Source: an optimization exercise on an open RTL-to-GDS flow (aim: small area and a short achievable clock period). Production flows keep margins and buffers that such runs may drop.
Where RTL was checked, it was by simulation tests only, not by an equivalence proof against the original.
Only the layout flow was run in run 6; the RTL was not checked for function there.
No activity file was given, so power comes from the tool's default toggle rates.

### flow/flow/run.sh
#!/bin/bash
set -euo pipefail
export SETUP_SLACK_MARGIN=8.0
bash standard.sh > make_standard.log 2>&1
### flow/standard.sh
#!/bin/bash
# synth_recipe.tcl (not shown) runs the flow's synth.tcl, then flattens the netlist and writes it again
# the make line also repeats each setting of config.mk as NAME=value (left out here)
make -C /OpenROAD-flow-scripts/flow DESIGN_CONFIG=/design/flow/config.mk WORK_HOME=/design/flow/orfs CLKGATE_MAP_FILE= SYNTH_SCRIPT=/design/flow/synth_recipe.tcl "${@:-finish}"
### flow/config.mk
export PLATFORM = sky130hd
export DESIGN_NAME = fft_16
export DESIGN_NICKNAME = fft_16
export VERILOG_FILES = /design/flow/design.v
export SDC_FILE = /design/flow/constraint.sdc
export NUM_CORES = 4
export LEC_CHECK = 0
export ABC_CLOCK_PERIOD_IN_PS = 2500
export CAP_MARGIN = 20
export CORE_MARGIN = 2
export CORE_UTILIZATION = 40
export SLEW_MARGIN = 20
### flow/constraint.sdc
create_clock -name core_clock -period 11.0 [get_ports {clk}]
set_input_delay 2.2000 -clock core_clock [delete_from_list [all_inputs] [get_ports {clk}]]
set_output_delay 2.2000 -clock core_clock [all_outputs]
set_load 0.01 [all_outputs]
### flow/design.v
module tf_multi (
    input  signed [11:0] a,
    input  signed [11:0] b,
    input  signed [13:0] a3,       
    input  signed [13:0] b3,       
    input         [47:0] sel,      
    output        [12:0] re_s,     
    output        [12:0] re_c,
    output               re_c8,    
    output        [12:0] im_s,
    output        [12:0] im_c,
    output               im_c8
);
    wire [4:0] c6 = sel[47:43], c3 = sel[42:38], c0 = sel[37:33];
    wire [4:0] s6 = sel[32:28], s3 = sel[27:23], s0 = sel[22:18];
    wire [2:0] ns = sel[17:15];
    wire [2:0] k_ra6 = sel[14:12], k_rb6 = sel[11:9], k_ib6 = sel[8:6],
               k_ia3 = sel[5:3],   k_ib3 = sel[2:0];
    function [21:0] row(input signed [11:0] x, input signed [13:0] x3,
                        input [3:0] m, input neg, input integer p, input [2:0] kc);
        reg signed [21:0] mv, xs, x3s;
        begin
            xs = x;
            x3s = x3;
            mv = ({22{m[0]}} & xs) | ({22{m[1]}} & (xs << 1))
               | ({22{m[2]}} & x3s) | ({22{m[3]}} & (xs << 2));
            row = neg ? ~(mv << p) : ((mv << p) | kc);
        end
    endfunction
    function [43:0] csa(input [21:0] x, input [21:0] y, input [21:0] z);
        csa = {x ^ y ^ z, ((x & y) | (x & z) | (y & z)) << 1};
    endfunction
    function [43:0] tree6(input [21:0] r0, input [21:0] r1, input [21:0] r2,
                          input [21:0] r3, input [21:0] r4, input [21:0] r5);
        reg [43:0] l1a, l1b, l2;
        begin
            l1a = csa(r0, r1, r2);
            l1b = csa(r3, r4, r5);
            l2  = csa(l1a[43:22], l1a[21:0], l1b[43:22]);
            tree6 = csa(l2[43:22], l2[21:0], l1b[21:0]);
        end
    endfunction
    wire [43:0] re_v = tree6(row(a, a3, c6[3:0], c6[4], 6, k_ra6),
                             row(a, a3, c3[3:0], c3[4], 3, 3'd0),
                             row(a, a3, c0[3:0], c0[4], 0, 3'd0),
                             row(b, b3, s6[3:0], s6[4], 6, k_rb6),
                             row(b, b3, s3[3:0], s3[4], 3, 3'd0),
                             row(b, b3, s0[3:0], s0[4], 0, 3'd0));
    wire [43:0] im_v = tree6(row(a, a3, s6[3:0], ns[2], 6, 3'd0),
                             row(a, a3, s3[3:0], ns[1], 3, k_ia3),
                             row(a, a3, s0[3:0], ns[0], 0, 3'd0),
                             row(b, b3, c6[3:0], c6[4], 6, k_ib6),
                             row(b, b3, c3[3:0], c3[4], 3, k_ib3),
                             row(b, b3, c0[3:0], c0[4], 0, 3'd0));
    wire [8:0] re_lo = re_v[29:22] + re_v[7:0];
    wire [8:0] im_lo = im_v[29:22] + im_v[7:0];
    assign re_s  = re_v[42:30];
    assign re_c  = re_v[20:8];
    assign re_c8 = re_lo[8];
    assign im_s  = im_v[42:30];
    assign im_c  = im_v[20:8];
    assign im_c8 = im_lo[8];
endmodule
module tf_dec (
    input  [2:0]  k,
    output [47:0] sel
);
    function [4:0] dg(input integer d);
        dg = {d < 0, (d == 4 || d == -4), (d == 3 || d == -3),
              (d == 2 || d == -2), (d == 1 || d == -1)};
    endfunction
    reg [47:0] t;
    always @(*) begin
        case (k)
            3'd1: t = {dg( 4), dg(-2), dg(-4), dg(1), dg( 4), dg( 2), 3'b111, 3'd2, 3'd0, 3'd5, 3'd0, 3'd0};
            3'd2: t = {dg( 3), dg(-1), dg(-3), dg(3), dg(-1), dg(-2), 3'b100, 3'd4, 3'd0, 3'd3, 3'd0, 3'd0};
            3'd3: t = {dg( 1), dg( 4), dg( 1), dg(4), dg(-2), dg(-3), 3'b100, 3'd2, 3'd0, 3'd1, 3'd0, 3'd0};
            3'd4: t = {dg( 0), dg( 0), dg( 0), dg(4), dg( 0), dg( 0), 3'b100, 3'd0, 3'd0, 3'd1, 3'd0, 3'd0};
            3'd5: t = {dg(-1), dg(-4), dg(-2), dg(4), dg(-2), dg(-3), 3'b100, 3'd0, 3'd5, 3'd0, 3'd4, 3'd0};
            3'd6: t = {dg(-3), dg( 1), dg( 2), dg(3), dg(-1), dg(-2), 3'b100, 3'd0, 3'd3, 3'd0, 3'd2, 3'd0};
            3'd7: t = {dg(-4), dg( 2), dg( 3), dg(1), dg( 4), dg( 2), 3'b111, 3'd0, 3'd1, 3'd0, 3'd0, 3'd4};
            default: t = 48'd0;
        endcase
    end
    assign sel = t;
endmodule
module tf_multi2 (
    input  signed [11:0] a,
    input  signed [11:0] b,
    input  signed [12:0] u,
    input  signed [12:0] v,
    input                w2,       
    input                w4,
    input                w6,
    output        [12:0] re_s,     
    output        [12:0] re_c,
    output               re_c8,    
    output        [12:0] im_s,
    output        [12:0] im_c,
    output               im_c8
);
    function [43:0] csa(input [21:0] x, input [21:0] y, input [21:0] z);
        csa = {x ^ y ^ z, ((x & y) | (x & z) | (y & z)) << 1};
    endfunction
    function [43:0] tree6(input [21:0] r0, input [21:0] r1, input [21:0] r2,
                          input [21:0] r3, input [21:0] r4, input [21:0] r5);
        reg [43:0] l1a, l1b, l2;
        begin
            l1a = csa(r0, r1, r2);
            l1b = csa(r3, r4, r5);
            l2  = csa(l1a[43:22], l1a[21:0], l1b[43:22]);
            tree6 = csa(l2[43:22], l2[21:0], l1b[21:0]);
        end
    endfunction
    wire signed [21:0] xr = w6 ? v : w2 ? u : 22'sd0;
    wire signed [21:0] xi = w6 ? ~u : w2 ? v : 22'sd0;
    wire signed [21:0] nu = ~u;
    wire signed [21:0] na = ~a;
    wire signed [21:0] su = u;
    wire signed [21:0] sv = v;
    wire signed [21:0] sb = b;
    wire signed [21:0] re_r0 = w2 ? su : w6 ? (sv <<< 1) : 22'sd0;
    wire signed [21:0] re_r5 = w2 ? sb : w4 ? (sb <<< 8) : 22'sd0;
    wire signed [21:0] im_r0 = w2 ? sv : w6 ? (nu <<< 1) : 22'sd256;
    wire signed [21:0] im_r5 = w2 ? na : w4 ? (na <<< 8) : 22'sd182;
    wire [21:0] im_r2 = (xi <<< 2) | {21'd0, w2};
    wire [43:0] re_v = tree6(xr <<< 7, xr <<< 5, xr <<< 4, xr <<< 2, re_r0, re_r5);
    wire [43:0] im_v = tree6(xi <<< 7, xi <<< 5, xi <<< 4, im_r2, im_r0, im_r5);
    wire [8:0] re_lo = re_v[29:22] + re_v[7:0];
    wire [8:0] im_lo = im_v[29:22] + im_v[7:0];
    assign re_s  = re_v[42:30];
    assign re_c  = re_v[20:8];
    assign re_c8 = re_lo[8];
    assign im_s  = im_v[42:30];
    assign im_c  = im_v[20:8];
    assign im_c8 = im_lo[8];
endmodule
module fft_16 (
    input                clk,
    input                rst_n,
    input                en,
    input  signed [11:0] sin_re,
    input  signed [11:0] sin_im,
    output signed [11:0] sout_re,
    output signed [11:0] sout_im
);
    function signed [11:0] sat13(input signed [12:0] x);
        sat13 = (x[12] ^ x[11]) ? {x[12], {11{~x[12]}}} : x[11:0];
    endfunction
    function signed [12:0] sx(input signed [11:0] x);
        sx = x;
    endfunction
    reg [3:0] count;
    wire [3:0] count_n = (!rst_n || !en) ? 4'd0 : count + 4'd1;
    always @(posedge clk) count <= count_n;
    reg z1;             
    reg bf2;            
    reg p2;             
    reg [47:0] sel1;    
    reg w2r, w4r, w6r;  
    wire [47:0] sel1_n;
    tf_dec dec1 (.k(count_n[2:0] + 3'd1), .sel(sel1_n));
    always @(posedge clk) begin
        z1  <= (count_n[2:0] == 3'd0);
        bf2 <= (count_n[2:0] == 3'd0) | (count_n[2] & (count_n[1] | count_n[0]));
        p2  <= (count_n[1:0] == 2'd1) & ~count_n[2];
        sel1 <= sel1_n;
        w2r <= (count_n[1:0] == 2'd1);
        w4r <= (count_n[1:0] == 2'd2);
        w6r <= (count_n[1:0] == 2'd3);
    end
    reg [7:0] age;
    always @(posedge clk) age <= rst_n ? {age[6:0], 1'b1} : 8'd0;
    wire ok1 = age[7];      
    wire ok2 = age[3];      
    wire ok3 = age[1];      
    integer i;
    reg signed [12:0] d1r0_re, d1r0_im;           
    reg signed [11:0] d1_re [1:7];
    reg signed [11:0] d1_im [1:7];
    reg signed [12:0] s1_re, s1_im;               
    reg signed [13:0] p3_re, p3_im;               
    reg        [12:0] v1rs, v1rc, v1is, v1ic;     
    reg               v1r8, v1i8;
    wire signed [11:0] a1_re = ok1 ? d1_re[7] : 12'sd0;
    wire signed [11:0] a1_im = ok1 ? d1_im[7] : 12'sd0;
    wire [12:0] t1rs, t1rc, t1is, t1ic;
    wire        t1r8, t1i8;
    tf_multi tf1 (.a(d1_re[6]), .b(d1_im[6]), .a3(p3_re), .b3(p3_im),
                  .sel(sel1),
                  .re_s(t1rs), .re_c(t1rc), .re_c8(t1r8),
                  .im_s(t1is), .im_c(t1ic), .im_c8(t1i8));
    wire tw1 = ~count[3] & ~z1 & ok1;
    wire signed [12:0] s1a_re = (count[3] | z1) ? sx(a1_re) : tw1 ? v1rs : 13'sd0;
    wire signed [12:0] s1a_im = (count[3] | z1) ? sx(a1_im) : tw1 ? v1is : 13'sd0;
    wire signed [12:0] s1b_re = count[3] ? sx(sin_re) : tw1 ? v1rc : 13'sd0;
    wire signed [12:0] s1b_im = count[3] ? sx(sin_im) : tw1 ? v1ic : 13'sd0;
    wire signed [12:0] s1n_re = s1a_re + s1b_re + (tw1 & v1r8);
    wire signed [12:0] s1n_im = s1a_im + s1b_im + (tw1 & v1i8);
    wire signed [12:0] d1a_re = count[3] ? sx(a1_re) : 13'sd0;
    wire signed [12:0] d1a_im = count[3] ? sx(a1_im) : 13'sd0;
    wire signed [12:0] d1b_re = sx(sin_re) ^ {13{count[3]}};
    wire signed [12:0] d1b_im = sx(sin_im) ^ {13{count[3]}};
    wire signed [12:0] d1n_re = d1a_re + d1b_re + count[3];
    wire signed [12:0] d1n_im = d1a_im + d1b_im + count[3];
    always @(posedge clk) begin
        v1rs <= t1rs; v1rc <= t1rc; v1is <= t1is; v1ic <= t1ic;
        v1r8 <= t1r8; v1i8 <= t1i8;
        d1r0_re <= d1n_re;
        d1r0_im <= d1n_im;
        d1_re[1] <= sat13(d1r0_re);
        d1_im[1] <= sat13(d1r0_im);
        for (i = 2; i < 8; i = i + 1) begin
            d1_re[i] <= d1_re[i-1];
            d1_im[i] <= d1_im[i-1];
        end
        p3_re <= (d1_re[5] <<< 1) + d1_re[5];
        p3_im <= (d1_im[5] <<< 1) + d1_im[5];
        if (!rst_n) begin
            s1_re <= 13'd0; s1_im <= 13'd0;
        end else begin
            s1_re <= s1n_re;
            s1_im <= s1n_im;
        end
    end
    wire signed [11:0] y1_re = sat13(s1_re);
    wire signed [11:0] y1_im = sat13(s1_im);
    reg signed [12:0] d2r0_re, d2r0_im;
    reg signed [11:0] d2_re [1:3];
    reg signed [11:0] d2_im [1:3];
    reg signed [12:0] s2_re, s2_im;
    reg signed [12:0] u2, v2;                     
    reg        [12:0] v2rs, v2rc, v2is, v2ic;
    reg               v2r8, v2i8;
    wire signed [11:0] a2_re = ok2 ? d2_re[3] : 12'sd0;
    wire signed [11:0] a2_im = ok2 ? d2_im[3] : 12'sd0;
    wire [12:0] t2rs, t2rc, t2is, t2ic;
    wire        t2r8, t2i8;
    tf_multi2 tf2 (.a(d2_re[2]), .b(d2_im[2]), .u(u2), .v(v2),
                   .w2(w2r), .w4(w4r), .w6(w6r),
                   .re_s(t2rs), .re_c(t2rc), .re_c8(t2r8),
                   .im_s(t2is), .im_c(t2ic), .im_c8(t2i8));
    wire tw2 = ~bf2 & ~p2 & ok2;
    wire signed [12:0] s2a_re = (bf2 | p2) ? sx(a2_re) : tw2 ? v2rs : 13'sd0;
    wire signed [12:0] s2a_im = (bf2 | p2) ? sx(a2_im) : tw2 ? v2is : 13'sd0;
    wire signed [12:0] s2b_re = bf2 ? sx(y1_re) : tw2 ? v2rc : 13'sd0;
    wire signed [12:0] s2b_im = bf2 ? sx(y1_im) : tw2 ? v2ic : 13'sd0;
    wire signed [12:0] s2n_re = s2a_re + s2b_re + (tw2 & v2r8);
    wire signed [12:0] s2n_im = s2a_im + s2b_im + (tw2 & v2i8);
    wire signed [12:0] d2a_re = bf2 ? sx(a2_re) : 13'sd0;
    wire signed [12:0] d2a_im = bf2 ? sx(a2_im) : 13'sd0;
    wire signed [12:0] d2b_re = sx(y1_re) ^ {13{bf2}};
    wire signed [12:0] d2b_im = sx(y1_im) ^ {13{bf2}};
    wire signed [12:0] d2n_re = d2a_re + d2b_re + bf2;
    wire signed [12:0] d2n_im = d2a_im + d2b_im + bf2;
    always @(posedge clk) begin
        v2rs <= t2rs; v2rc <= t2rc; v2is <= t2is; v2ic <= t2ic;
        v2r8 <= t2r8; v2i8 <= t2i8;
        d2r0_re <= d2n_re;
        d2r0_im <= d2n_im;
        d2_re[1] <= sat13(d2r0_re);
        d2_im[1] <= sat13(d2r0_im);
        d2_re[2] <= d2_re[1]; d2_im[2] <= d2_im[1];
        d2_re[3] <= d2_re[2]; d2_im[3] <= d2_im[2];
        u2 <= d2_re[1] + d2_im[1];
        v2 <= d2_im[1] - d2_re[1];
        if (!rst_n) begin
            s2_re <= 13'd0; s2_im <= 13'd0;
        end else begin
            s2_re <= s2n_re;
            s2_im <= s2n_im;
        end
    end
    wire signed [11:0] y2_re = sat13(s2_re);
    wire signed [11:0] y2_im = sat13(s2_im);
    reg signed [12:0] d3r0_re, d3r0_im;
    reg signed [11:0] d3_re, d3_im;
    reg signed [12:0] s3_re, s3_im;
    wire signed [11:0] a3_re = ok3 ? d3_re : 12'sd0;
    wire signed [11:0] a3_im = ok3 ? d3_im : 12'sd0;
    wire c1 = count[1], c0 = count[0];
    wire nc1 = ~count[1], nc0 = ~count[0];
    wire signed [12:0] s3a_re = (c1 & c0) ? sx(a3_im) : sx(a3_re);
    wire signed [12:0] s3a_im = (c1 & c0) ? ~sx(a3_re) : sx(a3_im);
    wire signed [12:0] s3n_re = s3a_re + (c1 ? 13'sd0 : sx(y2_re));
    wire signed [12:0] s3n_im = s3a_im + (c1 ? 13'sd0 : sx(y2_im)) + (c1 & c0);
    wire signed [12:0] d3n_re = (c1 ? 13'sd0 : sx(a3_re)) + (sx(y2_re) ^ {13{nc1}}) + nc1;
    wire signed [12:0] d3n_im = (c1 ? 13'sd0 : sx(a3_im)) + (sx(y2_im) ^ {13{nc1}}) + nc1;
    always @(posedge clk) begin
        d3r0_re <= d3n_re;
        d3r0_im <= d3n_im;
        d3_re <= sat13(d3r0_re);
        d3_im <= sat13(d3r0_im);
        if (!rst_n) begin
            s3_re <= 13'd0; s3_im <= 13'd0;
        end else begin
            s3_re <= s3n_re;
            s3_im <= s3n_im;
        end
    end
    wire signed [11:0] y3_re = sat13(s3_re);
    wire signed [11:0] y3_im = sat13(s3_im);
    reg signed [12:0] d4r_re, d4r_im;
    reg signed [11:0] s4_re, s4_im;
    wire signed [11:0] a4_re = sat13(d4r_re);
    wire signed [11:0] a4_im = sat13(d4r_im);
    wire signed [12:0] s4n_re = sx(a4_re) + (c0 ? 13'sd0 : sx(y3_re));
    wire signed [12:0] s4n_im = sx(a4_im) + (c0 ? 13'sd0 : sx(y3_im));
    wire signed [12:0] d4n_re = (c0 ? 13'sd0 : sx(a4_re)) + (sx(y3_re) ^ {13{nc0}}) + nc0;
    wire signed [12:0] d4n_im = (c0 ? 13'sd0 : sx(a4_im)) + (sx(y3_im) ^ {13{nc0}}) + nc0;
    always @(posedge clk) begin
        if (!rst_n) begin
            d4r_re <= 13'd0; d4r_im <= 13'd0;
            s4_re <= 12'd0;  s4_im <= 12'd0;
        end else begin
            d4r_re <= d4n_re;
            d4r_im <= d4n_im;
            s4_re <= sat13(s4n_re);
            s4_im <= sat13(s4n_im);
        end
    end
    assign sout_re = s4_re;
    assign sout_im = s4_im;
endmodule
==> summary.txt, run 1 <==
status = timing/DRC/antenna clean
initial core utilization = 0.403
setup tns final = 0 ps
fin crit share = 0.339
post-synthesis sequential area ratio = 0.330
DR DRC count = 0
mean post-synth cell area = 9.56 µm²
Post-CTS Hold Buffers = 0
P&R area growth vs syn = 29.1%
core box area = 99900 µm²
Crit Path Class = in2reg
Nets = 5144
initial antenna violation count = 3
pwr/cell area = 234 nW/µm²
TritonCTS clock tree = yes
detailed placement HPWL = 78500 µm
Congestion Overflow GR = 0
Num CTS Buffers = 75
multiplexer share of the synthesized area = 0.00958
Tot GR Track Use = 0.226
static leakage = 0.0233 µW
RSZ-0062 raised after global routing = true
largest net degree at the start of global routing = 56
Sw Share = 0.387
DR WL/cell = 20.6 µm
final wirelength = 121000 µm
adder-cell share of the synthesized area = 0.247
Max FO, Critical Path = 2
Critical Path Start Type = input pin
antenna-violating nets left = 0
maximum root-to-sink buffer count = 3
H-Tree Depth = 3
top cell type by total area after synthesis = dfxtp_1
Final Power = 12100 µW
number of buffers added on ports = 50
Clk pin slew, worst setup/hold paths = 60 ps
P_sw = 4700 µW
Post-Synthesis Cells = 4211
Max Transition Viols Final = 0
Die H = 321 µm
uppermost routed layer = met4
asr flop ratio synth = 0
flops & latches, synth = 663
wire length on met1 = 51800 µm
Main synth FF type = dfxtp_1
synth unique cells = 80
layout cell share with drive strength beyond 1 = 0.266
WL met2 = 55400 µm
num rows = 116
cell internal pwr = 7440 µW
CTS root buffer = clkbuf_16
Synth area leaders = dfxtp_1, fa_1, ha_1
Top Ports = 51
GPL Wtd Cong = 0.912
Max-slew headroom = 0.346
CTS Sinks = 663
drt pass-1 iters = 9
number of synthesized flops with an enable pin = 0
final setup violation count = 0
Synth Area in Compound Gates = 0.166
Setup crit end kind = flop
VDD IR max = 0.158 mV
synthesized area = 40200 µm²
vias = 31787
Final Hold Violating Endpoints = 0
Worst-Skew Late Latency = 660 ps
Clk network pwr share = 0.221
DR vias/cell = 5.42
syn nets = 4851
Post-synth top cells = dfxtp_1, nand2_1, inv_1, ha_1, fa_1
min Tclk post-route = 3730 ps
post-synth top area share = 0.330
Comb power frac = 0.463
sequential share of power = 0.317
top achievable clock speed = 0.268 GHz
most frequent cell after synthesis = dfxtp_1
max cap viols = 0
Critical Path RT = 11580 ps
Yosys warning count = 12
DRC violation total after the first TritonRoute iteration = 2843
type of the most critical hold path = reg2reg
Die Width = 321 µm
Post-Synth XOR/XNOR Area = 0.0810
routed wl met3 = 8970 µm
number of global-route vias before repair = 31229
first-pass GRT wire length = 181000 µm
Die ar. = 103000 µm²
actual slew at the worst max-slew pin = 970 ps
Data arrival, critical path = 4310 ps
simple-gate share of the synthesized area = 0.114
largest family of logic cells by synthesized area = adder cells
skew final = 31.7 ps
[critical path, stage by stage]
cell,delay (ps)
buf_4,140
a22o_1,240
ha_1,280
a21o_1,130
a21oi_2,60
buf_4,130
buf_4,120
buf_4,120
buf_4,120
buf_4,130
buf_4,120
buf_4,120
buf_4,130
xnor2_2,130
nor2_2,130
[cell families after synthesis]
| logic type | after synthesis |
|---|---|
| adders and majority gates | 634 |
| AOI/OAI and AO/OA | 973 |
| DFF | 663 |
| and+or+nand+nor | 974 |
| muxes | 38 |
| xor gates and xnor gates | 372 |
| buffers and inverters | 557 |
[path summary, 6_finish.rpt]
check / from / end / slack (ps) / cells after the start
min reg2reg: d1_re[3][5] / d1_re[4][5] / 310 / 0
min: d1_re[3][5] / d1_re[4][5] / 310 / 0
max: sin_re[1] / s1_re[3] / 7270 / 15
max reg2reg: sel1[46] / v1r8 / 7470 / 13
[placed cells by master, fill, tap and decap left out, types with 26 or more instances in the layout]
master and instances:
xor2_1 90, dfxtp_4 27, dfxtp_1 606, a21oi_2 63, o21ai_2 32, nand2_1 325, o21ai_1 31, inv_1 271
ha_4 40, xnor2_1 243, a21o_1 152, a222oi_1 52, a21oi_1 143, mux2i_1 28, nand3_1 39, ha_1 283
o21ai_0 105, inv_2 59, and2_1 61, dfxtp_2 30, fa_1 198, nand2b_1 26, a22o_1 49, nor3_1 40
clkbuf_16 80, and3_1 62, nor2_1 205, a21boi_0 46, fa_2 78, buf_4 227, nor2b_1 53, buf_12 33
a22oi_1 30, buf_6 77
[registers in the layout (all words and copies together) (netlist names), 19 cells and up]
register and flops:
d1_im 83, d2_im 36, d2_re 36, sel1 19
d1_re 83
[power groups by stage]
stage | combinational, µW | clock (µW) | sequential, µW
floorplan | 3840 | 0 | 3470
global placement | 4780 | 0 | 3810
detailed placement | 4830 | 0 | 3810
CTS | 5260 | 2730 | 3790
global route | 6300 | 2840 | 3890
finish | 5610 | 2680 | 3840
[per-stage QoR]
step           hold WS, ps  utilization  instance area, µm²  setup slack, ps  cells
6_report               313        0.520               51900             7270   5862
5_1_grt                312        0.520               51900             7210   5861
4_1_cts                316        0.494               49300             7280   5738
3_5_place_dp           312        0.427               42700             6130   5377
3_3_place_gp           310        0.427               42700             6140   5376
2_1_floorplan          310            -               41500             6900   4211
[timing repair]
action,4_1_cts,5_1_grt
resized for setup,602,404
gates cloned,32,7
endpoints found under the hold margin,0,0
pin swaps,230,326
setup buffers,193,116
endpoints found under the setup margin,315,228
[layout make-up]
cell class / count / area [µm²]
fill: 8739 / 47900
multi-input combinational: 2996 / 28200
sequential: 663 / 13400
timing repair buffer: 419 / 4640
clock buffer: 98 / 2100
tap: 1298 / 1620
inverter: 346 / 1390
clock inverter: 38 / 557
timing repair inverter: 3 / 22.5
antenna: 1 / 2.50
[routing by layer]
metal,vias to the layer above,global-route usage
met4,0,0.0737
met1,15459,0.302
li1,14949,-
met2,1101,0.369
met5,-,0
met3,278,0.0407
==> run 2: changes to the inputs <==
==> flow/flow/run.sh (replaced) <==
#!/bin/bash
set -euo pipefail
export SETUP_SLACK_MARGIN=7.5
export SETUP_MOVE_SEQUENCE=unbuffer,sizeup,swap,clone,split
bash standard.sh > make_standard.log 2>&1
==> summary.txt, run 2 <==
status = timing/DRC/antenna clean
DR vias/cell = 5.42 (-0.11%)
Worst-Skew Late Latency = 640 ps (-20 ps)
global route hottest layer = met2
number of synthesized flops with an enable pin = 0 (unchanged)
final wirelength = 111000 µm (-8.2%)
Data arrival, critical path = 4230 ps (-80 ps)
most frequent cells in the layout = dfxtp_1, nand2_1, inv_1
Largest delay share family, worst path = compound AO/OA/AOI/OAI gates
WP depth = 10 (-5)
Main synth FF type = dfxtp_1
initial core utilization = 0.403 (unchanged)
Final Hold Violating Endpoints = 0 (unchanged)
Synth Area in Compound Gates = 0.166 (unchanged)
Clk pin slew, worst setup/hold paths = 60 ps (about the same)
max cap viols = 0 (unchanged)
TritonCTS clock tree = yes
Congestion Overflow GR = 0 (unchanged)
maximum root-to-sink buffer count = 3 (unchanged)
Post-synth top cells = dfxtp_1, nand2_1, inv_1, ha_1, fa_1
Setup crit end kind = flop
setup tns final = 0 ps (unchanged)
Post-Synthesis Cells = 4211 (unchanged)
most frequent cell after synthesis = dfxtp_1
fin crit share = 0.340 (+0.000482)
min Tclk post-route = 3740 ps (+5.30 ps)
Clk network pwr share = 0.223 (+0.002)
crit-path max cell delay = 420 ps (+140 ps)
H-Tree Depth = 3 (unchanged)
asr flop ratio synth = 0 (unchanged)
Nets = 4845 (-5.8%)
Max-slew headroom = 0.305 (-0.0408)
initial antenna violation count = 4 (+1)
mean post-synth cell area = 9.56 µm² (unchanged)
most common cell after layout, fill and taps aside = dfxtp_1
detailed placement HPWL = 77300 µm (-1.4%)
top achievable clock speed = 0.268 GHz (-0.14%)
Post-Route Utilization = 0.464 (-0.0566)
DR WL/cell = 19.9 µm (-3.2%)
simple-gate share of the synthesized area = 0.114 (unchanged)
routing usage on met1 = 0.287 (-0.0146)
first-pass GRT wire length = 170000 µm (-5.9%)
DRC violation total after the first TritonRoute iteration = 2492 (-12%)
CTS root buffer = clkbuf_16
sequential share of power = 0.343 (+0.026)
largest family of logic cells by synthesized area = adder cells
Crit-path slowest cell = a2111o_1
met2 Use GR = 0.339 (-0.0306)
Tot GR Track Use = 0.211 (-0.0146)
met3 Usage GRT = 0.0349 (-0.00573)
Critical Path Start Type = input pin
num rows = 116 (unchanged)
static leakage = 0.0212 µW (-9.3%)
adder-cell share of the synthesized area = 0.247 (unchanged)
cell internal pwr = 6770 µW (-9.0%)
post-synth top area share = 0.330 (unchanged)
worst path bufs/invs = 1 (-8)
final setup violation count = 0 (unchanged)
pwr/cell area = 240 nW/µm² (+2.7%)
RSZ-0062 raised after global routing = true
Synth area leaders = dfxtp_1, fa_1, ha_1
Place WS = 6130 ps (+3.05 ps)
Critical Path RT = 11500 ps (-80 ps)
Crit Path Class = in2reg
Yosys warning count = 12 (unchanged)
top flop regs = d1_im x83, d1_re x83
Comb power frac = 0.435 (-0.028)
skew final = 24.4 ps (-7.32 ps)
Max FO, Critical Path = 4 (+2)
layout cell share with drive strength beyond 1 = 0.111 (-0.154)
drt pass-1 iters = 13 (+4)
synthesized area = 40200 µm² (unchanged)
Diodes inserted = 0 (-1)
Post-Synth XOR/XNOR Area = 0.0810 (unchanged)
GPL Wtd Cong = 0.902 (-1.1%)
core box area = 99900 µm² (unchanged)
Num CTS Buffers = 74 (-1.3%)
number of global-route vias before repair = 29679 (-5.0%)
Max Transition Viols Final = 0 (unchanged)
DR DRC count = 0 (unchanged)
synth unique cells = 80 (unchanged)
Top Ports = 51 (unchanged)
largest net degree at the start of global routing = 77 (+38%)
P&R area growth vs syn = 15.0%
CTS Sinks = 663 (unchanged)
Hold Path Cell Cnt = 0 (unchanged)
post-synthesis sequential area ratio = 0.330 (unchanged)
worst setup margin = 7260 ps (-5.30 ps)
Sw Share = 0.390 (+0.00324)
number of buffers added on ports = 50 (unchanged)
actual slew at the worst max-slew pin = 1040 ps (+70.1 ps)
antenna-violating nets left = 0 (unchanged)
P_sw = 4330 µW (-7.7%)
syn nets = 4851 (unchanged)
top cell type by total area after synthesis = dfxtp_1
type of the most critical hold path = reg2reg
flops & latches, synth = 663 (unchanged)
VDD IR max = 0.125 mV (-21%)
length in cells of the worst reg-to-reg path = 12 (-1)
CP Cell Sequence = buf_8 > a22o_1 > fa_2 > a21o_1 > a21oi_2 > o21ai_2 > a2111o_1 > a41oi_2 > xor2_1 > nor2_1
multiplexer share of the synthesized area = 0.00958 (unchanged)
vias = 30128 (-5.2%)
Die H = 321 µm (unchanged)
Die Width = 321 µm (unchanged)
Die ar. = 103000 µm² (unchanged)
Post-CTS Hold Buffers = 0 (unchanged)
# fillers = 9338 (+6.9%)
==> run 2: changes by cell type in the layout (fill, tap and decap cells not counted), sizes merged, moves of 2 or more <==
cell,delta
buf,-337
dlygate4sd2,+26
clkinv,+11
bufinv,-8
clkbuf,-5
bufbuf,+3
clkinvlp,+3
a31o,-2
and2,+2
clkdlybuf4s18,+2
nor2,+2
==> run 2: area by class of cell <==
| class | count | area [µm²] | share of cell area |
|---|---|---|---|
| Clock buffer | 94 | 2080 | 0.0449 |
| Clock inverter | 41 | 349 | 0.00754 |
| Inverter | 346 | 1350 | 0.0291 |
| Multi-Input combinational cell | 2999 | 25900 | 0.560 |
| Sequential cell | 663 | 13400 | 0.289 |
| Tap cell | 1298 | 1620 | 0.0351 |
| Timing Repair Buffer | 114 | 1550 | 0.0335 |
| Timing Repair inverter | 7 | 42.5 | 0.000919 |
==> run 2: logic make-up (layout without fill, tap and decap cells) <==
kind of cell,count (synthesis),after routing
adders and majority gates,634,634
xor gates and xnor gates,372,372
DFF,663,663
AOI/OAI and AO/OA,973,973
buffers and inverters,557,602
and+or+nand+nor,974,982
muxes,38,38
==> run 2: metrics by stage <==
step / cell area, µm² / power (µW) / hold WS, ps / std cells
detailed placement: 42000 / 8380 / 312 / 5379
CTS: 45700 / 11000 / 312 / 5546
floorplan: 40500 / 7090 / 310 / 4211
global route: 46300 / 12000 / 319 / 5562
finish: 46300 / 11100 / 310 / 5562
global placement: 42000 / 8350 / 310 / 5379
==> run 2: repair_timing <==
action	in CTS	in global routing
setup buffers	9	6
setup endpoints to repair	246	90
gates cloned	23	10
pin swaps	66	90
resized for setup	255	116
==> run 2: worst register-to-register path: stages (launching register included) <==
cell,delay (ps)
dfxtp_4,500
clkinvlp_4,250
nor2_4,350
buf_12,160
nand2_1,90
o21ai_4,130
fa_1,480
fa_1,460
fa_1,540
ha_4,210
o21ai_2,50
nand2b_1,70
a21o_1,170
==> run 2: layer usage <==
metal	vias up	part of all wire
li1	14352	-
met1	14535	0.44
met2	993	0.46
met3	248	0.067
met4	0	0.035
met5	-	0
==> run 2: power by group through the flow <==
stage / Combinational, µW / Clock (µW) / Sequential (µW)
finish: 4820 / 2470 / 3810
global route: 5490 / 2620 / 3850
CTS: 4730 / 2520 / 3770
detailed placement: 4570 / 0 / 3810
global placement: 4530 / 0 / 3820
floorplan: 3630 / 0 / 3460
==> run 2: path summary, 6_finish.rpt <==
kind / start / to / slack [ps]
worst max-delay path: sin_re[0] / s1_re[9] / 7260
worst max register to register: sel1[45] / v2i8 / 7440
worst min register to register: d1_re[3][5] / d1_re[4][5] / 310
worst min-delay path: d1_re[3][5] / d1_re[4][5] / 310
==> run 3: changes to the inputs <==
==> flow/flow/run.sh (replaced) <==
#!/bin/bash
set -euo pipefail
export SETUP_SLACK_MARGIN=7.25
export SETUP_MOVE_SEQUENCE=unbuffer,sizeup,swap,clone,split
bash standard.sh > make_standard.log 2>&1
==> summary.txt, run 3 <==
CTS root buffer = clkbuf_16
crit-path max cell delay = 430 ps (about the same)
setup tns final = 0 ps (unchanged)
Post-Synth XOR/XNOR Area = 0.0810 (unchanged)
number of global-route vias before repair = 29218 (-1.6%)
# fillers = 9549 (+2.3%)
most frequent cell after synthesis = dfxtp_1
vias = 29684 (-1.5%)
Place WS = 6150 ps (+16.1 ps)
Final Power = 11200 µW (+0.71%)
TritonCTS clock tree = yes
VDD IR max = 0.166 mV (+33%)
H-Tree Depth = 3 (unchanged)
met3 Usage GRT = 0.0340 (-0.000944)
Crit-path slowest cell = a2111o_1
Max Transition Viols Final = 0 (unchanged)
met2 Use GR = 0.326 (-0.0129)
Post-synth top cells = dfxtp_1, nand2_1, inv_1, ha_1, fa_1
length in cells of the worst reg-to-reg path = 14 (+2)
detailed placement HPWL = 78700 µm (+1.7%)
Die H = 321 µm (unchanged)
Worst-Skew Late Latency = 680 ps (+40 ps)
syn nets = 4851 (unchanged)
Top Ports = 51 (unchanged)
Num CTS Buffers = 77 (+4.1%)
worst setup margin = 7250 ps (-7.47 ps)
worst r2r dst = s2_im[12]
P&R area growth vs syn = 13.2%
final setup violation count = 0 (unchanged)
top achievable clock speed = 0.267 GHz (-0.20%)
Hold Startpoint = d1_im[1][3]
asr flop ratio synth = 0 (unchanged)
type of the most critical hold path = reg2reg
multiplexer share of the synthesized area = 0.00958 (unchanged)
mean post-synth cell area = 9.56 µm² (unchanged)
simple-gate share of the synthesized area = 0.114 (unchanged)
Diodes inserted = 0 (unchanged)
initial core utilization = 0.403 (unchanged)
Nets = 4818 (-0.56%)
Synth Area in Compound Gates = 0.166 (unchanged)
DR vias/cell = 5.36 (-1.0%)
Crit Path Class = in2reg
global route hottest layer = met2
Clk pin slew, worst setup/hold paths = 60 ps (about the same)
top flop regs = d1_im x83, d1_re x83
Yosys warning count = 12 (unchanged)
Critical Path RT = 11520 ps (+20 ps)
top cell type by total area after synthesis = dfxtp_1
skew final = 55.5 ps (+31.1 ps)
Die Width = 321 µm (unchanged)
Data arrival, critical path = 4260 ps (+30 ps)
largest family of logic cells by synthesized area = adder cells
fin crit share = 0.340 (+0.000679)
number of buffers added on ports = 50 (unchanged)
routing usage on met1 = 0.289 (+0.00206)
initial antenna violation count = 5 (+1)
Final Hold Violating Endpoints = 0 (unchanged)
most frequent cells in the layout = dfxtp_1, nand2_1, inv_1
R2R Path Start = s1_im[11]
DRC violation total after the first TritonRoute iteration = 2548 (+2.2%)
synthesized area = 40200 µm² (unchanged)
CTS Sinks = 663 (unchanged)
Critical Path Start Type = input pin
drt pass-1 iters = 10 (-3)
GPL Wtd Cong = 0.948 (+5.1%)
core box area = 99900 µm² (unchanged)
post-synth top area share = 0.330 (unchanged)
adder-cell share of the synthesized area = 0.247 (unchanged)
maximum root-to-sink buffer count = 3 (unchanged)
Setup crit end kind = flop
status = timing/DRC/antenna clean
flops & latches, synth = 663 (unchanged)
RSZ-0062 raised after global routing = true
num rows = 116 (unchanged)
R2R setup slack = 7330 ps (-110 ps)
Hold Path Sink = d1_im[2][3]
layout cell share with drive strength beyond 1 = 0.0849 (-0.0265)
Die ar. = 103000 µm² (unchanged)
Max-slew headroom = 0.300 (-0.00520)
actual slew at the worst max-slew pin = 1040 ps (-1.75 ps)
DR DRC count = 0 (unchanged)
Post-Synthesis Cells = 4211 (unchanged)
static leakage = 0.0208 µW (-1.7%)
DR WL/cell = 19.5 µm (-2.1%)
antenna-violating nets left = 0 (unchanged)
number of synthesized flops with an enable pin = 0 (unchanged)
Post-CTS Hold Buffers = 0 (unchanged)
Synth area leaders = dfxtp_1, fa_1, ha_1
min Tclk post-route = 3750 ps (+7.47 ps)
post-synthesis sequential area ratio = 0.330 (unchanged)
CP Cell Sequence = buf_8 > a22o_1 > fa_2 > a21o_1 > a21oi_2 > o21ai_2 > a2111o_1 > a31oi_1 > xor2_1 > nor2_1
most common cell after layout, fill and taps aside = dfxtp_1
final wirelength = 108000 µm (-2.6%)
first-pass GRT wire length = 168000 µm (-1.2%)
Max FO, Critical Path = 4 (unchanged)
Congestion Overflow GR = 0 (unchanged)
Tot GR Track Use = 0.209 (-0.00265)
Hold Path Cell Cnt = 0 (unchanged)
Main synth FF type = dfxtp_1
pwr/cell area = 245 nW/µm² (+2.3%)
max cap viols = 0 (unchanged)
synth unique cells = 80 (unchanged)
largest net degree at the start of global routing = 88 (+14%)
[run 3: cell types whose count changed in the layout (fill, tap and decap cells not counted), sizes merged, moves of 3 or more]
cell	delta
clkdlybuf4s50	+31
bufinv	+5
bufbuf	-9
nor2	-3
clkinv	-9
dlygate4sd2	-31
buf	-7
[run 3: kinds of logic after synthesis]
| kind of cell | after synthesis |
|---|---|
| and+or+nand+nor | 974 |
| buffers and inverters | 557 |
| AOI/OAI and AO/OA | 973 |
| adders and majority gates | 634 |
| DFF | 663 |
| muxes | 38 |
| xor gates and xnor gates | 372 |
[run 3: through the flow]
step / util / cell area, µm² / hold WS [ps] / cells
2_1_floorplan: - / 40300 / 310 / 4211
3_3_place_gp: 0.420 / 41900 / 310 / 5378
3_5_place_dp: 0.420 / 41900 / 312 / 5378
4_1_cts: 0.452 / 45100 / 318 / 5529
5_1_grt: 0.456 / 45600 / 323 / 5537
6_report: 0.456 / 45600 / 323 / 5537
[run 3: how the worst max path moves through the flow]
stage | start | to | slack [ps] | cells past startpoint
after floorplan | sin_im[0] | s1_im[11] | 6890 | 9
after global placement | sin_re[0] | s1_re[12] | 6160 | 12
after detailed placement | sin_re[0] | s1_re[12] | 6150 | 12
after CTS | s1_im[11] | s2_im[12] | 7140 | 14
after global routing | bf2 | s2_im[12] | 7140 | 12
final | sin_im[0] | s1_im[11] | 7250 | 10
[run 3: cell type report]
class | instances | area, µm² | area share
clock buffers | 99 | 2140 | 0.0470
repair buffers | 92 | 1080 | 0.0238
flip-flops and latches | 663 | 13300 | 0.292
inverters | 346 | 1330 | 0.0291
multi-input cells | 2995 | 25500 | 0.560
repair inverters | 3 | 15.0 | 0.000330
well taps | 1298 | 1620 | 0.0356
clock inverters | 41 | 562 | 0.0123
[run 3: timing repair]
item,4_1_cts,5_1_grt
resized for setup,105,99
pin swaps,17,32
buffers inserted,4,3
cloned,7,5
setup endpoints to repair,149,79
[run 3: worst max-delay path: cells and delay by family]
kind            cells  cell delay [ps]
simple gates        1               50
buf+inv             1              100
fa+ha+maj           1              370
compound gates      6             1380
xor+xnor            1              170
[run 3: report_power, final]
part	switching (µW)	leakage, µW	total (µW)	internal, µW
Combinational	2560	0.0140	4700	2150
Clock	1120	0.00130	2690	1570
Sequential	634	0.00554	3790	3160
Total	4310	0.0208	11200	6870
[run 3: metal layers]
metal  up-vias  wire length, µm
met5         -               12
met4         2             4200
met3       187             6950
met2       940            47300
met1     14278            49400
li1      14277                -
==> run 4: changes to the inputs <==
--- a/flow/config.mk
+++ b/flow/config.mk
@@ -8,5 +8,6 @@
 export ABC_CLOCK_PERIOD_IN_PS = 2500
 export CAP_MARGIN = 20
 export CORE_MARGIN = 2
-export CORE_UTILIZATION = 40
+export CORE_UTILIZATION = 65
+export PLACE_DENSITY = 0.75
 export SLEW_MARGIN = 20
==> summary.txt, run 4 <==
status = timing/DRC/antenna clean
Post-Synthesis Cells = 4211 (unchanged)
Max FO, Critical Path = 4 (unchanged)
max cap viols = 0 (unchanged)
Crit-path slowest cell = a2111o_1
Nets = 4815 (-0.062%)
mean post-synth cell area = 9.56 µm² (unchanged)
Tot GR Track Use = 0.324 (+0.115)
largest net degree at the start of global routing = 92 (+4.5%)
Clk pin slew, worst setup/hold paths = 60 ps (about the same)
TritonCTS clock tree = yes
post-synthesis sequential area ratio = 0.330 (unchanged)
synthesized area = 40200 µm² (unchanged)
skew final = 26.5 ps (-28.9 ps)
final instance area = 44700 µm² (-1.9%)
most common cell after layout, fill and taps aside = dfxtp_1
WP depth = 10 (unchanged)
CTS Sinks = 663 (unchanged)
fin crit share = 0.344 (+0.00364)
type of the most critical hold path = reg2reg
DRC violation total after the first TritonRoute iteration = 3074 (+21%)
Critical Path RT = 11510 ps (about the same)
placed insts = 4871 (-9.4%)
H-Tree Depth = 3 (unchanged)
antenna-violating nets left = 0 (unchanged)
Synth area leaders = dfxtp_1, fa_1, ha_1
layout cell share with drive strength beyond 1 = 0.0833 (-0.00161)
setup tns final = 0 ps (unchanged)
DR DRC count = 0 (unchanged)
CP Cell Sequence = buf_8 > a22o_4 > fa_2 > a21o_1 > a21oi_2 > o21ai_2 > a2111o_1 > a31oi_2 > xor2_1 > nor2_1
DR vias/cell = 6.08 (+13%)
length in cells of the worst reg-to-reg path = 10 (-4)
top achievable clock speed = 0.264 GHz (-1.1%)
initial antenna violation count = 2 (-3)
GPL Wtd Cong = 0.961 (+1.3%)
Main synth FF type = dfxtp_1
Hold Path Cell Cnt = 0 (unchanged)
drt pass-1 iters = 9 (-1)
Diodes inserted = 0 (unchanged)
Non-Filler Instances = 5015 (-9.4%)
Die Width = 253 µm (-21%)
final wirelength = 105000 µm (-2.9%)
Top Ports = 51 (unchanged)
Critical Path Start Type = input pin
syn nets = 4851 (unchanged)
RSZ-0062 raised after global routing = true
Post-DP Area = 41300 µm² (-1.5%)
Crit Path Class = in2reg
min Tclk post-route = 3790 ps (+40.0 ps)
first-pass GRT wire length = 161000 µm (-4.5%)
Max-slew headroom = 0.315 (+0.0145)
top cell type by total area after synthesis = dfxtp_1
actual slew at the worst max-slew pin = 1030 ps (-12.2 ps)
Post-synth top cells = dfxtp_1, nand2_1, inv_1, ha_1, fa_1
pwr/cell area = 246 nW/µm² (+0.38%)
Num CTS Buffers = 71 (-7.8%)
number of buffers added on ports = 50 (unchanged)
most frequent cells in the layout = dfxtp_1, nand2_1, inv_1
final setup violation count = 0 (unchanged)
maximum root-to-sink buffer count = 3 (unchanged)
core box area = 61500 µm² (-38%)
number of synthesized flops with an enable pin = 0 (unchanged)
num rows = 91 (-22%)
VDD IR max = 0.168 mV (+0.93%)
Data arrival, critical path = 4300 ps (+40 ps)
Die ar. = 63900 µm² (-38%)
vias = 30491 (+2.7%)
Setup crit end kind = flop
asr flop ratio synth = 0 (unchanged)
Congestion Overflow GR = 0 (unchanged)
static leakage = 0.0207 µW (-0.48%)
Final Hold Violating Endpoints = 0 (unchanged)
crit-path max cell delay = 490 ps (+60 ps)
Worst-Skew Late Latency = 640 ps (-40 ps)
Largest delay share family, worst path = compound AO/OA/AOI/OAI gates
flops & latches, synth = 663 (unchanged)
CTS root buffer = clkbuf_16
synth unique cells = 80 (unchanged)
worst path bufs/invs = 1 (unchanged)
detailed placement HPWL = 75100 µm (-4.5%)
Die H = 253 µm (-21%)
Yosys warning count = 12 (unchanged)
most frequent cell after synthesis = dfxtp_1
Max Transition Viols Final = 0 (unchanged)
initial core utilization = 0.654 (+0.251)
P&R area growth vs syn = 11.1%
DR WL/cell = 20.9 µm (+7.2%)
number of global-route vias before repair = 29507 (+0.99%)
post-synth top area share = 0.330 (unchanged)
top flop regs = d1_im x83, d1_re x83
==> run 4: area by class of cell <==
cell class / instances / area, µm²
sequential: 663 / 13300
multi-input combinational: 2997 / 25600
tap: 790 / 988
clock buffer: 82 / 1880
timing repair inverter: 3 / 15.0
timing repair buffer: 93 / 1050
inverter: 346 / 1320
fill: 4565 / 16800
clock inverter: 41 / 586
==> run 4: layer usage <==
layer	global-route usage	vias to the layer above	wire (µm)
met1	0.438	14751	43800
met2	0.508	1239	47500
li1	-	14264	-
met5	0	-	0
met3	0.0725	237	9620
met4	0.124	0	3790
==> run 4: report_power, final <==
part           leakage (µW)  internal (µW)  switching (µW)  total, µW
sequential          0.00554           3150             644       3800
clock               0.00119           1460            1040       2500
combinational        0.0140           2130            2580       4710
==> run 4: logic make-up (layout without fill, tap and decap cells) <==
group                    after synthesis  after routing  share of synthesized area
buffers and inverters                557            565                     0.0522
XOR/XNOR                             372            372                     0.0810
AND/OR/NAND/NOR                      974            980                      0.114
multiplexers                          38             38                    0.00958
flip-flops                           663            663                      0.330
AO/OA/AOI/OAI                        973            973                      0.166
adder cells (fa/ha/maj)              634            634                      0.247
==> run 4: timing repair <==
action,4_1_cts,5_1_grt
setup endpoints to repair,168,99
hold endpoints to repair,0,0
hold buffers,0,0
cloned,3,10
gates resized for setup,114,97
pin swaps,19,40
setup buffers,4,4
==> run 4: worst paths after layout <==
kind | from | endpoint | slack, ps
worst min-delay path | d1_re[2][6] | d1_re[3][6] | 320
worst max register to register | sel1[27] | v1r8 | 7250
worst min register to register | d1_re[2][6] | d1_re[3][6] | 320
worst max-delay path | sin_im[0] | s1_im[11] | 7210
==> run 4: per-stage QoR <==
stage / setup slack [ps] / hold slack, ps / util / total power [µW]
finish: 7210 / 323 / 0.727 / 11000
global route: 7100 / 329 / 0.727 / 11800
CTS: 7130 / 325 / 0.718 / 10900
detailed placement: 6100 / 312 / 0.671 / 8370
global placement: 6160 / 310 / 0.671 / 8240
floorplan: 6890 / 310 / - / 7060
==> run 5: changes to the inputs <==
==> flow/flow/run.sh (replaced) <==
#!/bin/bash
set -euo pipefail
export SETUP_SLACK_MARGIN=7.5
bash standard.sh > make_standard.log 2>&1
--- a/flow/config.mk
+++ b/flow/config.mk
@@ -8,6 +8,5 @@
 export ABC_CLOCK_PERIOD_IN_PS = 2500
 export CAP_MARGIN = 20
 export CORE_MARGIN = 2
-export CORE_UTILIZATION = 65
-export PLACE_DENSITY = 0.75
+export CORE_UTILIZATION = 40
 export SLEW_MARGIN = 20
==> summary.txt, run 5 <==
number of global-route vias before repair = 29770 (+0.89%)
Tot GR Track Use = 0.211 (-0.113)
top flop regs = d1_im x83, d1_re x83
synth unique cells = 80 (unchanged)
min Tclk post-route = 3720 ps (-69.0 ps)
Hold Path Cell Cnt = 0 (unchanged)
first-pass GRT wire length = 170000 µm (+6.0%)
R2R setup slack = 7480 ps (+230 ps)
H-Tree Depth = 3 (unchanged)
GPL Wtd Cong = 0.902 (-6.1%)
setup tns final = 0 ps (unchanged)
max cap viols = 0 (unchanged)
P&R area growth vs syn = 16.5%
Post-synth top cells = dfxtp_1, nand2_1, inv_1, ha_1, fa_1
num rows = 116 (+27%)
Hold Path Sink = d1_re[4][5]
status = timing/DRC/antenna clean
syn nets = 4851 (unchanged)
Yosys warning count = 12 (unchanged)
length in cells of the worst reg-to-reg path = 10 (unchanged)
Max-slew headroom = 0.294 (-0.0209)
actual slew at the worst max-slew pin = 1060 ps (+31.4 ps)
drt pass-1 iters = 8 (-1)
Congestion Overflow GR = 0 (unchanged)
multiplexer share of the synthesized area = 0.00958 (unchanged)
Max FO, Critical Path = 3 (-1)
Setup crit end kind = flop
top cell type by total area after synthesis = dfxtp_1
Critical Path Start Type = input pin
CTS Sinks = 663 (unchanged)
skew final = 25.6 ps (-0.968 ps)
DR DRC count = 0 (unchanged)
most frequent cell after synthesis = dfxtp_1
Post-Synthesis Cells = 4211 (unchanged)
DR vias/cell = 5.36 (-12%)
Clk network pwr share = 0.223 (-0.004)
Critical Path RT = 11500 ps (about the same)
simple-gate share of the synthesized area = 0.114 (unchanged)
largest family of logic cells by synthesized area = adder cells
Top Ports = 51 (unchanged)
Post-Synth XOR/XNOR Area = 0.0810 (unchanged)
flops & latches, synth = 663 (unchanged)
most frequent cells in the layout = dfxtp_1, nand2_1, inv_1
number of synthesized flops with an enable pin = 0 (unchanged)
most common cell after layout, fill and taps aside = dfxtp_1
layout cell share with drive strength beyond 1 = 0.127 (+0.0436)
core box area = 99900 µm² (+62%)
final setup violation count = 0 (unchanged)
pwr/cell area = 237 nW/µm² (-3.8%)
Final Hold Violating Endpoints = 0 (unchanged)
Max Transition Viols Final = 0 (unchanged)
Nets = 4922 (+2.2%)
TritonCTS clock tree = yes
mean post-synth cell area = 9.56 µm² (unchanged)
top achievable clock speed = 0.269 GHz (+1.9%)
Post-CTS Hold Buffers = 0 (unchanged)
vias = 30250 (-0.79%)
R2R Path Start = sel1[27]
antenna-violating nets left = 0 (unchanged)
type of the most critical hold path = reg2reg
cell internal pwr = 6780 µW (+0.50%)
Die ar. = 103000 µm² (+61%)
Main synth FF type = dfxtp_1
RSZ-0062 raised after global routing = true
worst r2r dst = v1r8
Worst-Skew Late Latency = 640 ps (about the same)
Synth area leaders = dfxtp_1, fa_1, ha_1
adder-cell share of the synthesized area = 0.247 (unchanged)
CTS root buffer = clkbuf_16
Data arrival, critical path = 4220 ps (-80 ps)
Final Power = 11100 µW (+0.81%)
final wirelength = 110000 µm (+5.0%)
post-synth top area share = 0.330 (unchanged)
Crit Path Class = in2reg
largest net degree at the start of global routing = 77 (-16%)
Clk pin slew, worst setup/hold paths = 60 ps (about the same)
Sw Share = 0.389 (+0.00191)
P_sw = 4320 µW (+1.3%)
Comb power frac = 0.435 (+0.007)
sequential share of power = 0.342 (-0.003)
DRC violation total after the first TritonRoute iteration = 2382 (-23%)
Hold Startpoint = d1_re[3][5]
initial antenna violation count = 2 (unchanged)
DR WL/cell = 19.5 µm (-6.6%)
Num CTS Buffers = 74 (+4.2%)
Synth Area in Compound Gates = 0.166 (unchanged)
asr flop ratio synth = 0 (unchanged)
Die H = 321 µm (+27%)
fin crit share = 0.338 (-0.00627)
detailed placement HPWL = 77300 µm (+2.9%)
post-synthesis sequential area ratio = 0.330 (unchanged)
static leakage = 0.0215 µW (+4.1%)
Die Width = 321 µm (+27%)
VDD IR max = 0.126 mV (-25%)
number of buffers added on ports = 50 (unchanged)
maximum root-to-sink buffer count = 3 (unchanged)
synthesized area = 40200 µm² (unchanged)
initial core utilization = 0.403 (-0.251)
# fillers = 9266 (+100%)
-- run 5: cell counts after synthesis --
No cell type changed its count.
-- run 5: final cells by class --
type,instances,area (µm²),share of cell area
diodes,1,2.50,0.0000534
clock buffers,94,2080,0.0444
clock inverters,41,349,0.00745
inverters,346,1340,0.0286
multi-input cells,2993,25900,0.553
flip-flops and latches,663,13400,0.285
well taps,1298,1620,0.0347
repair buffers,202,2180,0.0466
repair inverters,2,12.5,0.000267
-- run 5: power by group through the flow --
stage | Combinational [µW] | Clock (µW) | Sequential (µW)
6_report | 4830 | 2470 | 3800
5_1_grt | 5500 | 2620 | 3840
4_1_cts | 4720 | 2520 | 3770
3_5_place_dp | 4570 | 0 | 3810
3_3_place_gp | 4530 | 0 | 3820
2_1_floorplan | 3630 | 0 | 3460
-- run 5: logic make-up (layout without fill, tap and decap cells) --
| kind of cell | Yosys count | after routing |
|---|---|---|
| XOR/XNOR | 372 | 372 |
| other | 0 | 1 |
| flip-flops | 663 | 663 |
| buffers and inverters | 557 | 685 |
| AO/OA/AOI/OAI | 973 | 973 |
| AND/OR/NAND/NOR | 974 | 976 |
| multiplexers | 38 | 38 |
| adder cells (fa/ha/maj) | 634 | 634 |
-- run 5: per-layer routing --
layer	vias to the layer above	routed length [µm]	GRT usage
li1	14485	-	-
met1	14582	49400	0.286
met2	961	49900	0.339
met3	222	7150	0.0360
met4	0	3550	0.0723
met5	-	0	0
-- run 5: worst max path at each step --
stage | from | to | slack, ps | depth (start not counted)
5_1_grt | sin_im[0] | s1_im[12] | 7190 | 13
4_1_cts | sin_im[0] | s1_im[11] | 7280 | 10
6_report | sin_re[0] | s1_re[11] | 7280 | 10
2_1_floorplan | sin_im[0] | s1_im[11] | 6890 | 9
3_3_place_gp | sin_im[0] | s1_im[12] | 6180 | 12
3_5_place_dp | sin_re[0] | d1r0_re[10] | 6130 | 11
-- run 5: repair_timing --
action                     4_1_cts  5_1_grt
gates cloned                    15        3
resized for setup              238      125
buffers inserted                64       43
setup endpoints to repair      246      103
hold endpoints to repair         0        0
pin swaps                       80       84
-- run 5: worst max-delay path, stage by stage --
cell and delay (ps):
buf_8 100, a22o_1 240, fa_2 370, a21o_1 180
a21oi_2 160, o21ai_1 100, a2111o_1 440, a31oi_1 190
xor2_1 190, nor2_1 50
-- run 5: through the flow --
step	utilization	instances	instance area [µm²]	hold slack [ps]	setup WS (ps)
6_report	0.469	5640	46900	311	7280
5_1_grt	0.469	5639	46900	319	7190
4_1_cts	0.460	5593	46000	312	7280
3_5_place_dp	0.421	5379	42000	312	6130
3_3_place_gp	0.421	5379	42000	310	6180
2_1_floorplan	-	4211	40500	310	6890
==> run 6: changes to the inputs <==
--- a/flow/design.v
+++ b/flow/design.v
@@ -150,6 +150,18 @@
     function signed [12:0] sx(input signed [11:0] x);
         sx = x;
     endfunction
+    function [13:0] addsplit(input [12:0] a, input [12:0] b, input cin);
+        reg [7:0] lo;
+        reg [5:0] hi;
+        begin
+            lo = a[6:0] + b[6:0] + cin;
+            hi = a[12:7] + b[12:7];
+            addsplit = {hi, lo[7], lo[6:0]};
+        end
+    endfunction
+    function signed [12:0] addjoin(input [13:0] p);
+        addjoin = {p[13:8] + p[7], p[6:0]};
+    endfunction
     reg [3:0] count;
     wire [3:0] count_n = (!rst_n || !en) ? 4'd0 : count + 4'd1;
     always @(posedge clk) count <= count_n;
@@ -175,10 +187,10 @@
     wire ok2 = age[3];      
     wire ok3 = age[1];      
     integer i;
-    reg signed [12:0] d1r0_re, d1r0_im;           
+    reg        [13:0] d1r0_re, d1r0_im;           
     reg signed [11:0] d1_re [1:7];
     reg signed [11:0] d1_im [1:7];
-    reg signed [12:0] s1_re, s1_im;               
+    reg        [13:0] s1_re, s1_im;               
     reg signed [13:0] p3_re, p3_im;               
     reg        [12:0] v1rs, v1rc, v1is, v1ic;     
     reg               v1r8, v1i8;
@@ -195,21 +207,21 @@
     wire signed [12:0] s1a_im = (count[3] | z1) ? sx(a1_im) : tw1 ? v1is : 13'sd0;
     wire signed [12:0] s1b_re = count[3] ? sx(sin_re) : tw1 ? v1rc : 13'sd0;
     wire signed [12:0] s1b_im = count[3] ? sx(sin_im) : tw1 ? v1ic : 13'sd0;
-    wire signed [12:0] s1n_re = s1a_re + s1b_re + (tw1 & v1r8);
-    wire signed [12:0] s1n_im = s1a_im + s1b_im + (tw1 & v1i8);
+    wire [13:0] s1n_re = addsplit(s1a_re, s1b_re, tw1 & v1r8);
+    wire [13:0] s1n_im = addsplit(s1a_im, s1b_im, tw1 & v1i8);
     wire signed [12:0] d1a_re = count[3] ? sx(a1_re) : 13'sd0;
     wire signed [12:0] d1a_im = count[3] ? sx(a1_im) : 13'sd0;
     wire signed [12:0] d1b_re = sx(sin_re) ^ {13{count[3]}};
     wire signed [12:0] d1b_im = sx(sin_im) ^ {13{count[3]}};
-    wire signed [12:0] d1n_re = d1a_re + d1b_re + count[3];
-    wire signed [12:0] d1n_im = d1a_im + d1b_im + count[3];
+    wire [13:0] d1n_re = addsplit(d1a_re, d1b_re, count[3]);
+    wire [13:0] d1n_im = addsplit(d1a_im, d1b_im, count[3]);
     always @(posedge clk) begin
         v1rs <= t1rs; v1rc <= t1rc; v1is <= t1is; v1ic <= t1ic;
         v1r8 <= t1r8; v1i8 <= t1i8;
         d1r0_re <= d1n_re;
         d1r0_im <= d1n_im;
-        d1_re[1] <= sat13(d1r0_re);
-        d1_im[1] <= sat13(d1r0_im);
+        d1_re[1] <= sat13(addjoin(d1r0_re));
+        d1_im[1] <= sat13(addjoin(d1r0_im));
         for (i = 2; i < 8; i = i + 1) begin
             d1_re[i] <= d1_re[i-1];
             d1_im[i] <= d1_im[i-1];
@@ -217,14 +229,14 @@
         p3_re <= (d1_re[5] <<< 1) + d1_re[5];
         p3_im <= (d1_im[5] <<< 1) + d1_im[5];
         if (!rst_n) begin
-            s1_re <= 13'd0; s1_im <= 13'd0;
+            s1_re <= 14'd0; s1_im <= 14'd0;
         end else begin
             s1_re <= s1n_re;
             s1_im <= s1n_im;
         end
     end
-    wire signed [11:0] y1_re = sat13(s1_re);
-    wire signed [11:0] y1_im = sat13(s1_im);
+    wire signed [11:0] y1_re = sat13(addjoin(s1_re));
+    wire signed [11:0] y1_im = sat13(addjoin(s1_im));
     reg signed [12:0] d2r0_re, d2r0_im;
     reg signed [11:0] d2_re [1:3];
     reg signed [11:0] d2_im [1:3];
==> flow/flow/run.sh (replaced) <==
#!/bin/bash
set -euo pipefail
export SETUP_SLACK_MARGIN=7.7
bash standard.sh > make_standard.log 2>&1
==> summary.txt, run 6 <==
asr flop ratio synth = 0 (unchanged)
CTS root buffer = clkbuf_16
core box area = 102000 µm² (+1.9%)
number of global-route vias before repair = 30136 (+1.2%)
flops & latches, synth = 667 (+0.60%)
pwr/cell area = 229 nW/µm² (-3.3%)
Yosys warning count = 12 (unchanged)
# fillers = 9442 (+1.9%)
number of synthesized flops with an enable pin = 0 (unchanged)
Main synth FF type = dfxtp_1
DR DRC count = 0 (unchanged)
first-pass GRT wire length = 171000 µm (+0.37%)
fin crit share = 0.386 (+0.0483)
post-synthesis sequential area ratio = 0.325 (-0.00437)
most common cell after layout, fill and taps aside = dfxtp_1
Die H = 324 µm (+0.96%)
syn nets = 4913 (+1.3%)
Largest delay share family, worst path = adder cells
skew final = 42.2 ps (+16.6 ps)
actual slew at the worst max-slew pin = 988 ps (-70.4 ps)
Num CTS Buffers = 75 (+1.4%)
top achievable clock speed = 0.235 GHz (-13%)
type of the most critical hold path = reg2reg
Sw Share = 0.383 (-0.00615)
RSZ-0062 raised after global routing = true
Max-slew headroom = 0.336 (+0.0420)
detailed placement HPWL = 79600 µm (+2.9%)
GPL Wtd Cong = 0.910 (+0.91%)
Clk pin slew, worst setup/hold paths = 60 ps (about the same)
synthesized area = 41000 µm² (+2.0%)
Post-CTS Hold Buffers = 0 (unchanged)
DRC violation total after the first TritonRoute iteration = 2593 (+8.9%)
Setup crit end kind = flop
most frequent cell after synthesis = dfxtp_1
Final Power = 11100 µW (about the same)
Nets = 5021 (+2.0%)
Comb power frac = 0.436 (about the same)
Max Transition Viols Final = 0 (unchanged)
Tot GR Track Use = 0.211 (+0.000449)
antenna-violating nets left = 0 (unchanged)
number of buffers added on ports = 50 (unchanged)
sequential share of power = 0.335 (-0.007)
top cell type by total area after synthesis = dfxtp_1
Die Width = 324 µm (+0.96%)
initial core utilization = 0.403 (about the same)
TritonCTS clock tree = yes
H-Tree Depth = 3 (unchanged)
worst setup margin = 6750 ps (-532 ps)
Crit-path slowest cell = fa_2
worst path bufs/invs = 11 (+10)
largest net degree at the start of global routing = 79 (+2.6%)
P_sw = 4250 µW (-1.6%)
Post-synth top cells = dfxtp_1, nand2_1, inv_1, ha_1, fa_1
synth unique cells = 94 (+18%)
CP Cell Sequence = ha_4 > and3_4 > and3_4 > xor2_4 > ha_4 > clkinv_8 > a221oi_4 > o21ai_2 > fa_2 > fa_2 > a21o_1 > a21oi_2 > buf_4 > buf_6 > buf_6 > buf_6 > buf_6 > buf_6 > buf_6 > buf_6 > buf_6 > buf_6 > xnor2_2 > and2_1
vias = 30692 (+1.5%)
cell internal pwr = 6850 µW (+0.94%)
Clk network pwr share = 0.229 (+0.006)
min Tclk post-route = 4250 ps (+532 ps)
crit-path max cell delay = 420 ps (-20 ps)
WP depth = 24 (+14)
Critical Path Start Type = flop
Hold Path Cell Cnt = 0 (unchanged)
DR vias/cell = 5.29 (-1.3%)
final wirelength = 112000 µm (+2.2%)
Synth area leaders = dfxtp_1, fa_1, ha_1
Worst-Skew Late Latency = 660 ps (+20 ps)
Max FO, Critical Path = 6 (+3)
drt pass-1 iters = 10 (+2)
Critical Path RT = 11520 ps (+20 ps)
post-synth top area share = 0.325 (-0.00437)
Place WS = 6370 ps (+236 ps)
Most common cell on crit path = buf_6
Congestion Overflow GR = 0 (unchanged)
status = timing/DRC/antenna clean
most frequent cells in the layout = dfxtp_1, nand2_1, inv_1
CTS Sinks = 667 (+0.60%)
initial antenna violation count = 3 (+1)
DR WL/cell = 19.4 µm (-0.58%)
P&R area growth vs syn = 18.1%
max cap viols = 0 (unchanged)
final setup violation count = 0 (unchanged)
static leakage = 0.0221 µW (+2.5%)
VDD IR max = 0.148 mV (+18%)
Die ar. = 105000 µm² (+1.9%)
layout cell share with drive strength beyond 1 = 0.161 (+0.0337)
mean post-synth cell area = 9.61 µm² (+0.61%)
Crit Path Class = reg2reg
length in cells of the worst reg-to-reg path = 24 (+14)
Top Ports = 51 (unchanged)
Post-Synthesis Cells = 4267 (+1.3%)
num rows = 117 (+0.86%)
setup tns final = 0 ps (unchanged)
Data arrival, critical path = 4770 ps (+550 ps)
Final Hold Violating Endpoints = 0 (unchanged)
maximum root-to-sink buffer count = 3 (unchanged)
top flop regs = d1_im x83, d1_re x83
-- run 6: per-stage QoR --
stage,area (µm²),cells,hold WS (ps),util
global route,48400,5795,328,0.476
detailed placement,43000,5488,312,0.423
finish,48400,5797,315,0.476
global placement,43000,5488,310,0.423
CTS,47100,5718,321,0.463
floorplan,41600,4267,310,-
-- run 6: kinds of logic after synthesis --
logic type,count (synthesis),synth area share
flip-flops,667,0.325
multiplexers,36,0.00894
buffers and inverters,575,0.0533
AO/OA/AOI/OAI,970,0.166
adder cells (fa/ha/maj),643,0.246
AND/OR/NAND/NOR,997,0.119
XOR/XNOR,379,0.0811
-- run 6: cell type report --
class                   count  area [µm²]  area share
repair inverters            1        5.00    0.000103
diodes                      2        5.00    0.000103
well taps                1368        1710      0.0353
clock inverters            29         372     0.00767
clock buffers             100        2100      0.0434
multi-input cells        3031       27000       0.558
inverters                 351        1360      0.0280
flip-flops and latches    667       13500       0.278
repair buffers            248        2400      0.0496
-- run 6: power by group through the flow --
stage | clock (µW) | combinational [µW] | sequential, µW
finish | 2550 | 4840 | 3710
CTS | 2600 | 4640 | 3670
detailed placement | 0 | 4380 | 3710
floorplan | 0 | 3350 | 3410
global placement | 0 | 4300 | 3710
global route | 2700 | 5460 | 3750
-- run 6: repair_timing --
action | in CTS | in global routing
pin swaps | 75 | 159
gates cloned | 8 | 3
resized for setup | 356 | 189
endpoints found under the setup margin | 269 | 145
buffers inserted | 93 | 74
hold endpoints to repair | 0 | 0
-- run 6: path summary, 6_finish.rpt --
path / slack, ps / from / to
setup / recovery: 6750 / s1_re[8] / s2_re[4]
hold / removal: 320 / d1_re[2][0] / d1_re[3][0]
setup reg to reg: 6750 / s1_re[8] / s2_re[4]
hold reg to reg: 320 / d1_re[2][0] / d1_re[3][0]
-- run 6: metal layers --
metal | up-vias | routed length (µm) | GRT usage
li1 | 14701 | - | -
met1 | 14794 | 48200 | 0.274
met2 | 958 | 51500 | 0.341
met3 | 235 | 8310 | 0.0481
met4 | 4 | 4340 | 0.0811
met5 | - | 18 | 0

port drivers added, routing unchanged:
The flow's constraints put no driver on any port. The routed layouts listed below were extracted and timed again, unchanged, in two steps. Step 1: set_driving_cell puts a clkbuf_16 on clk and a buf_2 on each other input, an assumption about the parent block. Step 2 adds t to the input delays and takes it off the output delays; t is the mean of the earliest and latest rising clock arrival at the registers after step 1. Input paths then give back, and output paths get back, about the clock's delay inside the block. Three values: ideal ports, drivers, drivers and shift; two values: the first two.
| run | t, ns | setup slack, ns | hold WS [ns] | latest minus earliest clock arrival (ns) |
|---|---|---|---|---|
| run 1 | 0.716 | 7.268 / 7.313 / 6.596 | 0.313 / 0.313 / 0.313 | 0.031 / 0.031 |
| run 2 | 0.697 | 7.262 / 7.297 / 6.600 | 0.310 / 0.310 / 0.310 | 0.026 / 0.026 |
| run 3 | 0.724 | 7.255 / 7.251 / 6.562 | 0.323 / 0.323 / 0.323 | 0.056 / 0.055 |
| run 4 | 0.690 | 7.215 / 7.212 / 6.522 | 0.323 / 0.323 / 0.323 | 0.029 / 0.028 |
| run 5 | 0.702 | 7.284 / 7.317 / 6.616 | 0.311 / 0.311 / 0.311 | 0.027 / 0.027 |
| run 6 | 0.707 | 6.752 / 6.752 / 6.752 | 0.315 / 0.315 / 0.315 | 0.043 / 0.043 |
After both steps setup and hold are still met in every run listed.
